From an optimization exercise on the open Yosys and OpenROAD flow, aimed at a short achievable clock period and few clock cycles; shortcuts taken in it are not production practice.
Only simulation tests tie the RTL to the original design; equivalence was not proved.
No activity file was given, so power comes from the tool's default toggle rates.

$ cat flow/config.mk
export PLATFORM = sky130hd
export DESIGN_NAME = cpu
export DESIGN_NICKNAME = cpu
export VERILOG_FILES = /design/flow/design.v
export SDC_FILE = /design/flow/constraint.sdc
export NUM_CORES = 4
export LEC_CHECK = 0
export CAP_MARGIN = 20
export CORE_MARGIN = 2
export CORE_UTILIZATION = 40
export SLEW_MARGIN = 20
$ cat flow/constraint.sdc
create_clock -name core_clock -period 8.0 [get_ports {clk}]
set_input_delay 1.6000 -clock core_clock [delete_from_list [all_inputs] [get_ports {clk}]]
set_output_delay 1.6000 -clock core_clock [all_outputs]
set_load 0.01 [all_outputs]
$ cat flow/design.v
package rv32i_types;
    typedef enum logic [6:0] {
        op_b_lui       = 7'b0110111,  
        op_b_auipc     = 7'b0010111,  
        op_b_jal       = 7'b1101111,  
        op_b_jalr      = 7'b1100111,  
        op_b_br        = 7'b1100011,  
        op_b_load      = 7'b0000011,  
        op_b_store     = 7'b0100011,  
        op_b_imm       = 7'b0010011,  
        op_b_reg       = 7'b0110011   
    } rv32i_opcode;
    typedef enum logic [2:0] {
        arith_f3_add   = 3'b000,  
        arith_f3_sll   = 3'b001,
        arith_f3_slt   = 3'b010,
        arith_f3_sltu  = 3'b011,
        arith_f3_xor   = 3'b100,
        arith_f3_sr    = 3'b101,  
        arith_f3_or    = 3'b110,
        arith_f3_and   = 3'b111
    } arith_f3_t;
    typedef enum logic [2:0] {
        load_f3_lb     = 3'b000,
        load_f3_lh     = 3'b001,
        load_f3_lw     = 3'b010,
        load_f3_lbu    = 3'b100,
        load_f3_lhu    = 3'b101
    } load_f3_t;
    typedef enum logic [2:0] {
        store_f3_sb    = 3'b000,
        store_f3_sh    = 3'b001,
        store_f3_sw    = 3'b010
    } store_f3_t;
    typedef enum logic [2:0] {
        branch_f3_beq  = 3'b000,
        branch_f3_bne  = 3'b001,
        branch_f3_blt  = 3'b100,
        branch_f3_bge  = 3'b101,
        branch_f3_bltu = 3'b110,
        branch_f3_bgeu = 3'b111
    } branch_f3_t;
    typedef enum logic [6:0] {
        base           = 7'b0000000,
        variant        = 7'b0100000
    } funct7_t;
    typedef enum logic [2:0] {
        alu_op_add     = 3'b000,
        alu_op_sll     = 3'b001,
        alu_op_sra     = 3'b010,
        alu_op_sub     = 3'b011,
        alu_op_xor     = 3'b100,
        alu_op_srl     = 3'b101,
        alu_op_or      = 3'b110,
        alu_op_and     = 3'b111
    } alu_ops;
endpackage
module regfile
(
    input   logic           clk,
    input   logic           rst,
    input   logic           regf_we,
    input   logic   [31:0]  rd_v,
    input   logic   [4:0]   rs1_s, rs2_s, rd_s,
    output  logic   [31:0]  rs1_v, rs2_v
);
            logic   [31:0]  data [32];
    always_ff @(posedge clk) begin
        if (rst) begin
            for (int i = 0; i < 32; i++) begin
                data[i] <= '0;
            end
        end else if (regf_we && (rd_s != 5'd0)) begin
            data[rd_s] <= rd_v;
        end
    end
    always_ff @(posedge clk) begin
        if (rst) begin
            rs1_v <= '0;
            rs2_v <= '0;
        end else begin
            rs1_v <= (rs1_s != 5'd0) ? data[rs1_s] : '0;
            rs2_v <= (rs2_s != 5'd0) ? data[rs2_s] : '0;
        end
    end
endmodule
import rv32i_types::*;
module cpu
(
    input   logic           clk,
    input   logic           rst,
    output  logic   [31:0]  mem_addr,
    output  logic   [3:0]   mem_rmask,
    output  logic   [3:0]   mem_wmask,
    input   logic   [31:0]  mem_rdata,
    output  logic   [31:0]  mem_wdata,
    input   logic           mem_resp
);
    enum int unsigned {
        s_reset,
        s_halt,
        s_fetch,
        s_decode,
        s_lui,
        s_aupic,
        s_jal,
        s_jalr,
        s_br,
        s_load,
        s_store,
        s_ri,
        s_rr
    } state, state_next;
            logic   [63:0]  order;
            logic           commit;
            logic   [31:0]  pc;
            logic   [31:0]  pc_next;
            logic           load_ir;
            logic   [31:0]  inst;
            logic   [2:0]   funct3;
            logic   [6:0]   funct7;
            logic   [6:0]   opcode;
            logic   [31:0]  i_imm;
            logic   [31:0]  s_imm;
            logic   [31:0]  b_imm;
            logic   [31:0]  u_imm;
            logic   [31:0]  j_imm;
            logic   [4:0]   rs1_s;
            logic   [4:0]   rs2_s;
            logic   [4:0]   rd_s;
            logic           regf_we;
            logic   [31:0]  rs1_v;
            logic   [31:0]  rs2_v;
            logic   [31:0]  rd_v;
            logic   [31:0]  a;
            logic   [31:0]  b;
            logic   [2:0]   aluop;
            logic   [2:0]   cmpop;
            logic   [31:0]  aluout;
            logic           br_en;
    assign funct3 = inst[14:12];
    assign funct7 = inst[31:25];
    assign opcode = inst[6:0];
    assign i_imm  = {{21{inst[31]}}, inst[30:20]};
    assign s_imm  = {{21{inst[31]}}, inst[30:25], inst[11:7]};
    assign b_imm  = {{20{inst[31]}}, inst[7], inst[30:25], inst[11:8], 1'b0};
    assign u_imm  = {inst[31:12], 12'h000};
    assign j_imm  = {{12{inst[31]}}, inst[19:12], inst[20], inst[30:21], 1'b0};
    assign rs1_s  = inst[19:15];
    assign rs2_s  = inst[24:20];
    assign rd_s   = inst[11:7];
    always_ff @(posedge clk) begin
        if (rst) begin
            inst <= '0;
        end else if (load_ir) begin
            inst <= mem_rdata;
        end
    end
    logic signed   [31:0] as;
    logic signed   [31:0] bs;
    logic unsigned [31:0] au;
    logic unsigned [31:0] bu;
    assign as =   signed'(a);
    assign bs =   signed'(b);
    assign au = unsigned'(a);
    assign bu = unsigned'(b);
    always_comb begin
        unique case (aluop)
            alu_op_add: aluout = au +   bu;
            alu_op_sll: aluout = au <<  bu[4:0];
            alu_op_sra: aluout = unsigned'(as >>> bu[4:0]);
            alu_op_sub: aluout = au -   bu;
            alu_op_xor: aluout = au ^   bu;
            alu_op_srl: aluout = au >>  bu[4:0];
            alu_op_or : aluout = au |   bu;
            alu_op_and: aluout = au &   bu;
            default   : aluout = '0;
        endcase
    end
    always_comb begin
        unique case (cmpop)
            branch_f3_beq : br_en = (au == bu);
            branch_f3_bne : br_en = (au != bu);
            branch_f3_blt : br_en = (as <  bs);
            branch_f3_bge : br_en = (as >=  bs);
            branch_f3_bltu: br_en = (au <  bu);
            branch_f3_bgeu: br_en = (au >=  bu);
            default       : br_en = 1'b0;
        endcase
    end
    regfile regfile(
        .*
    );
    always_ff @(posedge clk) begin
        if (rst) begin
            state <= s_reset;
            pc    <= 32'h1eceb000;
            order <= '0;
        end else begin
            state <= state_next;
            pc    <= pc_next;
            if (commit) begin
                order <= order + 'd1;
            end
        end
    end
    always_comb begin
        state_next = state;
        commit     = 1'b0;
        pc_next    = pc;
        mem_addr   = '0;
        mem_rmask  = '0;
        mem_wmask  = '0;     
        mem_wdata  = '0;
        rd_v       = '0;
        load_ir    = 1'b0;
        regf_we    = 1'b0;
        a          = '0;
        b          = '0;
        aluop      = '0;
        cmpop      = '0;
        unique case (state)
            s_halt: begin
                pc_next = pc;
                commit = 1'b1;
            end
            s_reset: begin
                state_next = s_fetch;
            end
            s_fetch: begin
                mem_addr = pc;
                mem_rmask = '1;
                if (mem_resp) begin
                   load_ir = 1'b1;
                   state_next = s_decode;
                end
            end
            s_decode: begin
                unique case (opcode)
                    op_b_lui  : state_next = s_lui;
                    op_b_auipc: state_next = s_aupic;
                    op_b_jal  : state_next = s_jal;
                    op_b_jalr : state_next = s_jalr;
                    op_b_br   : state_next = s_br;
                    op_b_load : state_next = s_load;
                    op_b_store: state_next = s_store;
                    op_b_imm  : state_next = s_ri;
                    op_b_reg  : state_next = s_rr;
                    default   : state_next = s_halt;
                endcase
            end
            s_lui: begin
                rd_v = u_imm;
                regf_we = 1'b1;
                pc_next = pc + 'd4;
                commit = 1'b1;
                state_next = s_fetch;
            end
            s_aupic: begin
                rd_v = pc + u_imm;
                regf_we = 1'b1;
                pc_next = pc + 'd4;
                commit = 1'b1;
                state_next = s_fetch;
            end
            s_jal: begin
                rd_v = pc + 'd4;
                regf_we = 1'b1;
                pc_next = pc + j_imm;
                commit = 1'b1;
                state_next = s_fetch;
            end
            s_jalr: begin
                rd_v = pc + 'd4;
                regf_we = 1'b1;
                pc_next = (rs1_v + i_imm) & 32'hfffffffe;
                commit = 1'b1;
                state_next = s_fetch;
            end
            s_br: begin
                cmpop = funct3;
                a = rs1_v;
                b = rs2_v;
                if (br_en) begin
                    pc_next = pc + b_imm;
                end else begin
                    pc_next = pc + 'd4;
                end
                commit = 1'b1;
                state_next = s_fetch;
            end
            s_load: begin
                mem_addr = rs1_v + i_imm;    
                unique case (funct3)
                    load_f3_lb, load_f3_lbu: mem_rmask = 4'b0001 << mem_addr[1:0];
                    load_f3_lh, load_f3_lhu: mem_rmask = 4'b0011 << mem_addr[1:0];
                    load_f3_lw             : mem_rmask = 4'b1111;
                    default                : mem_rmask = '0;
                endcase
                if (mem_resp) begin
                    regf_we = 1'b1;
                    unique case (funct3)
                        load_f3_lb : rd_v = {{24{mem_rdata[7 +8 *mem_addr[1:0]]}}, mem_rdata[8 *mem_addr[1:0] +: 8 ]};
                        load_f3_lbu: rd_v = {{24{1'b0}}                          , mem_rdata[8 *mem_addr[1:0] +: 8 ]};
                        load_f3_lh : rd_v = {{16{mem_rdata[15+16*mem_addr[1]  ]}}, mem_rdata[16*mem_addr[1]   +: 16]};
                        load_f3_lhu: rd_v = {{16{1'b0}}                          , mem_rdata[16*mem_addr[1]   +: 16]};
                        load_f3_lw : rd_v = mem_rdata;
                        default    : rd_v = '0;
                    endcase
                    pc_next = pc + 'd4;
                    commit = 1'b1;
                    state_next = s_fetch;
                end
                mem_addr[1:0] = 2'd0;
            end
            s_store: begin
                mem_addr = rs1_v + s_imm;
                unique case (funct3)
                    store_f3_sb: mem_wmask = 4'b0001 << mem_addr[1:0];
                    store_f3_sh: mem_wmask = 4'b0011 << mem_addr[1:0];
                    store_f3_sw: mem_wmask = 4'b1111;
                    default    : mem_wmask = '0;
                endcase
                unique case (funct3)
                    store_f3_sb: mem_wdata[8 *mem_addr[1:0] +: 8 ] = rs2_v[7 :0];
                    store_f3_sh: mem_wdata[16*mem_addr[1]   +: 16] = rs2_v[15:0];
                    store_f3_sw: mem_wdata = rs2_v;
                    default    : mem_wdata = '0;
                endcase
                if (mem_resp) begin
                    pc_next = pc + 'd4;
                    commit = 1'b1;
                    state_next = s_fetch;
                end
                mem_addr[1:0] = 2'd0;
            end
            s_ri: begin
                a = rs1_v;
                b = i_imm;
                unique case (funct3)
                    arith_f3_slt: begin
                        cmpop = branch_f3_blt;
                        rd_v = {31'd0, br_en};
                    end
                    arith_f3_sltu: begin
                        cmpop = branch_f3_bltu;
                        rd_v = {31'd0, br_en};
                    end
                    arith_f3_sr: begin
                        if (funct7[5]) begin
                            aluop = alu_op_sra;
                        end else begin
                            aluop = alu_op_srl;
                        end
                        rd_v = aluout;
                    end
                    default: begin
                        aluop = funct3;
                        rd_v = aluout;
                    end
                endcase
                regf_we = 1'b1;
                pc_next = pc + 'd4;
                commit = 1'b1;
                state_next = s_fetch;
            end
            s_rr: begin
                a = rs1_v;
                b = rs2_v;
                unique case (funct3)
                    arith_f3_slt: begin
                        cmpop = branch_f3_blt;
                        rd_v = {31'd0, br_en};
                    end
                    arith_f3_sltu: begin
                        cmpop = branch_f3_bltu;
                        rd_v = {31'd0, br_en};
                    end
                    arith_f3_sr: begin
                        if (funct7[5]) begin
                            aluop = alu_op_sra;
                        end else begin
                            aluop = alu_op_srl;
                        end
                        rd_v = aluout;
                    end
                    arith_f3_add: begin
                        if (funct7[5]) begin
                            aluop = alu_op_sub;
                        end else begin
                            aluop = alu_op_add;
                        end
                        rd_v = aluout;
                    end
                    default: begin
                        aluop = funct3;
                        rd_v = aluout;
                    end
                endcase
                regf_we = 1'b1;
                pc_next = pc + 'd4;
                commit = 1'b1;
                state_next = s_fetch;
            end
            default: begin
                state_next = s_halt;
            end
        endcase
    end
            logic           monitor_valid;
            logic   [63:0]  monitor_order;
            logic   [31:0]  monitor_inst;
            logic   [4:0]   monitor_rs1_addr;
            logic   [4:0]   monitor_rs2_addr;
            logic   [31:0]  monitor_rs1_rdata;
            logic   [31:0]  monitor_rs2_rdata;
            logic           monitor_regf_we;
            logic   [4:0]   monitor_rd_addr;
            logic   [31:0]  monitor_rd_wdata;
            logic   [31:0]  monitor_pc_rdata;
            logic   [31:0]  monitor_pc_wdata;
            logic   [31:0]  monitor_mem_addr;
            logic   [3:0]   monitor_mem_rmask;
            logic   [3:0]   monitor_mem_wmask;
            logic   [31:0]  monitor_mem_rdata;
            logic   [31:0]  monitor_mem_wdata;
    assign monitor_valid     = commit;
    assign monitor_order     = order;
    assign monitor_inst      = inst;
    assign monitor_rs1_addr  = rs1_s;
    assign monitor_rs2_addr  = rs2_s;
    assign monitor_rs1_rdata = rs1_v;
    assign monitor_rs2_rdata = rs2_v;
    assign monitor_rd_addr   = regf_we ? rd_s : 5'd0;
    assign monitor_rd_wdata  = rd_v;
    assign monitor_pc_rdata  = pc;
    assign monitor_pc_wdata  = pc_next;
    assign monitor_mem_addr  = mem_addr;
    assign monitor_mem_rmask = state != s_fetch ? mem_rmask : 4'd0;
    assign monitor_mem_wmask = mem_wmask;
    assign monitor_mem_rdata = mem_rdata;
    assign monitor_mem_wdata = mem_wdata;
endmodule
$ cat flow/run.sh
#!/bin/bash
# synth_recipe.tcl (not shown) runs the flow's synth.tcl, then flattens the netlist and writes it again
# the make line also repeats each setting of config.mk as NAME=value (left out here)
make -C /OpenROAD-flow-scripts/flow DESIGN_CONFIG=/design/flow/config.mk WORK_HOME=/design/flow/orfs CLKGATE_MAP_FILE= SYNTH_SCRIPT=/design/flow/synth_recipe.tcl finish
==> results.txt <==
power breakdown:
group | total [mW] | switching (mW) | internal [mW]
clock network | 6.29 | 2.73 | 3.56
registers | 7.01 | 0.248 | 6.77
logic | 1.81 | 1.15 | 0.663
registers in the layout (all words and copies together), names as in the netlist:
signal / cells
inst: 32
pc: 31
regfile.data: 1024
regfile.rs1_v: 32
regfile.rs2_v: 32
state: 4
cells by family (layout without fill, tap and decap cells):
kind of cell               count (synthesis)  after routing  synth area share
and+or+nand+nor                         2189           2189             0.124
muxes                                    860            860             0.197
buffers and inverters                    800            772            0.0417
AOI/OAI and AO/OA                       1562           1562             0.139
DFF                                     1155           1155             0.443
adders and majority gates                195            195            0.0331
other                                      1             44         0.0000498
xor gates and xnor gates                 187            187            0.0218
worst min path at each step:
stage	startpoint	to	slack (ns)	cells after the start
floorplan	inst[1]$_SDFFE_PP0P_	inst[1]$_SDFFE_PP0P_	0.46	2
global placement	inst[3]$_SDFFE_PP0P_	inst[3]$_SDFFE_PP0P_	0.50	2
detailed placement	inst[3]$_SDFFE_PP0P_	inst[3]$_SDFFE_PP0P_	0.50	2
CTS	inst[3]$_SDFFE_PP0P_	inst[3]$_SDFFE_PP0P_	0.51	2
global route	inst[16]$_SDFFE_PP0P_	inst[16]$_SDFFE_PP0P_	0.54	2
finish	inst[3]$_SDFFE_PP0P_	inst[3]$_SDFFE_PP0P_	0.51	2
worst reg2reg max path, stage by stage (launching register included):
cell	delay, ns
dfxtp_1	0.35
buf_4	0.29
nand4b_1	0.66
buf_4	0.47
a21boi_0	0.44
inv_1	0.17
ha_1	0.25
fa_1	0.51
or4_4	0.61
a211oi_2	0.66
o311ai_0	0.28
a211oi_1	0.66
nor3_2	0.13
nor2_1	0.74
buf_4	0.25
nand2_1	0.06
a221oi_1	0.24
area by class of cell:
cell class | instances | area share
clock buffers | 168 | 0.0425
multi-input cells | 5026 | 0.469
clock inverters | 67 | 0.00993
repair buffers | 395 | 0.0393
diodes | 11 | 0.000326
well taps | 2495 | 0.0370
inverters | 142 | 0.00631
flip-flops and latches | 1155 | 0.396
metal layers:
metal,GRT usage,up-vias,part of all wire
met4,0.255,4,0.085
met2,0.533,4889,0.43
li1,-,26200,-
met3,0.0923,1092,0.12
met1,0.462,32400,0.36
met5,0.000248,-,0.000096
cells in the final DEF (no fill, tap or decap), types with 22 or more instances in the layout:
master and count:
mux4_2 491, a21oi_1 394, o22ai_1 78, clkinv_1 22, ha_1 188, o21bai_1 31, edfxtp_1 1024, clkbuf_16 133
nand3_1 77, xnor2_1 122, nor3_1 93, a221oi_1 80, nand2b_1 26, nor4_1 23, nor2_1 1331, conb_1 33
nor2b_1 24, a21boi_0 41, dfxtp_1 120, buf_4 281, o21ai_0 254, clkdlybuf4s50_1 104, mux2i_1 285, xor2_1 65
o211ai_1 62, and2_1 31, a211oi_1 72, a211o_1 26, a31oi_1 40, a22o_1 30, and3_1 28, mux2_2 84
nand4_1 46, inv_1 134, o221ai_1 80, a22oi_1 57, nand2_1 340, nand2_2 60, a21o_1 61
==> impl_metrics.env <==
export IMPL_grt_max_degree=109
export IMPL_synth_cell_types=94
export IMPL_endpoint="mem_wdata[2]"
export IMPL_crit_path_frequent_cell="nor2_1"
export IMPL_multi_input_comb_area_um2=39600
export IMPL_syn_inst=6949
export IMPL_finalHoldWorstSlack_ns=0.510
export IMPL_clkLatencyLatePin_ns=0.82
export IMPL_ys_warn_count=2
export IMPL_status="no timing/DRC/antenna violations"
export IMPL_dp_cells=9210
export IMPL_slew_violations=0
export IMPL_critPathTopFamily="simple AND/OR/NAND/NOR gates"
export IMPL_postLayoutCellArea_um2=84400
export IMPL_dpl_cell_area_um2=79900
export IMPL_clock_skew_ns=0.0552
export IMPL_cp_end_kind="primary output"
export IMPL_cp_depth=9
export IMPL_vias=64600
export IMPL_drc_errors=0
export IMPL_rr_worst_depth=16
export IMPL_yosysSeqAreaShare=0.443
export IMPL_r2r_start="state[3]$_SDFFE_PP0P_"
export IMPL_seqCellArea_um2=33400
export IMPL_die_h_um=438
export IMPL_detailedPlace_worstSlack_ns=1.50
export IMPL_p_per_area_nw_per_um2=179
export IMPL_cp_data_required_time_ns=6.40
export IMPL_wl_mm=354
export IMPL_worstPathMaxFanout=9
export IMPL_reg2reg_to="pc[30]$_SDFFE_PP0P_"
export IMPL_htreeDepth=4
export IMPL_globalplace_congestion=1.05
export IMPL_syn_avg_cell_area_um2=10.8
export IMPL_ys_ff_latch=1155
export IMPL_drive_gt1_frac=0.176
export IMPL_clock_sinks=1155
export IMPL_final_hold_violation_count=0
export IMPL_max_freq_ghz=0.138
export IMPL_vdd_drop_max_uv=215
export IMPL_drv_cap=0
export IMPL_tns_ns=0
export IMPL_synth_ff_type="edfxtp_1"
export IMPL_slowest_stage="nor2_1"
export IMPL_fp_dieW_um=438
export IMPL_setup_ws_ns=0.735
export IMPL_grt_pass1_wl_mm=488
export IMPL_synth_area_leaders="edfxtp_1, mux4_2, nor2_1, mux2i_1, dfxtp_1"
export IMPL_r2r_slack_ns=1.08
export IMPL_crit_path_start_kind="flip-flop"
export IMPL_nNetsFinal=7080
export IMPL_hp_class="flip-flop to flip-flop"
export IMPL_core_area_um2=187000
export IMPL_drt_iter0_drc=10600
export IMPL_cp_arrival_ns=5.66
export IMPL_total_power_mw=15.1
export IMPL_synth_top_cell_area_share=0.408
export IMPL_period_needed_ns=7.26
export IMPL_antenna_left=0
export IMPL_synth_most_common_cell="nor2_1"
export IMPL_grt_overflow_total=0
export IMPL_async_flop_share=0
export IMPL_path_buf_inv=2
export IMPL_avgViaCountPerCell=6.83
export IMPL_grt_use_total=0.361
export IMPL_numPortBuffers=105
export IMPL_numCtsBuffers=130
export IMPL_startpoint="inst[7]$_SDFFE_PP0P_"
export IMPL_synth_edff_count=1024
export IMPL_slew_headroom=0.151
export IMPL_dp_hpwl_mm=240
export IMPL_ctsLongestPathBuffers=3
export IMPL_cts_resized=0
export IMPL_crit_chain="ha_1 -> fa_1 -> inv_1 -> a21boi_0 -> nor2_1 -> a31oi_1 -> nor2_1 -> and2_1 -> clkdlybuf4s50_1"
export IMPL_instances_no_fill=9459
export IMPL_rows=159
export IMPL_synth_largest_area_cell="edfxtp_1"
export IMPL_power_leakage_nw=28.4
export IMPL_start_util=0.402
export IMPL_rsz0062_at_grt="no"
export IMPL_slowest_delay_ns=0.95
export IMPL_post_route_util=0.451
export IMPL_wire_per_inst_um=37.5
export IMPL_firstDrtPassIters=9
export IMPL_n_fill_cell=17400
export IMPL_cts_hold_buffers_added=0
export IMPL_synthTopCellsByCount="nor2_1, edfxtp_1, mux4_2"
export IMPL_syn_area_um2=75300
export IMPL_grt_pass1_vias=61400
export IMPL_period_share=0.908
export IMPL_setup_viol=0
export IMPL_synthToLayoutAreaGrowth_pct=12.1
export IMPL_clk_pin_slew_worst_paths_ns=0.07
export IMPL_cts_tree="yes"
export IMPL_cts_root_buffer="clkbuf_16"
export IMPL_criticalPathCategory="flip-flop to primary output"
export IMPL_tightest_slew_ns=1.26
export IMPL_pin_count=107
export IMPL_antenna_found_initial=14
export IMPL_postCtsSetupBuffers=0
export IMPL_dieArea_um2=192000
Testbench counts, summed over its fixed seeds: cycles 152,715.

## separate check: timing with driven ports
No port has a modelled driver above. Below, the same layout with a new extraction and two added sets of constraints.
Step 1 sets driving cells, clkbuf_16 on the clock port and buf_2 on the other inputs (assumed; they add their load-dependent delay and slew).
Step 2 also shifts input and output timing later by t, the mid clock arrival at the registers, as if the neighbouring blocks saw the same clock.
Slacks: no drivers / after step 1 / after step 2; pairs: no drivers / after step 1.
shift t [ns]: 0.875
setup WS [ns]: 0.735 / 0.650 / 1.084
hold slack, ns: 0.510 / 0.510 / 0.510
worst setup path after step 2: register to register
worst slew at a driven data input, ns: 0.05
After both steps setup and hold are still met in this run. For this run, drivers alone change the setup slack by -0.085 ns; drivers and shift together by +0.349 ns.
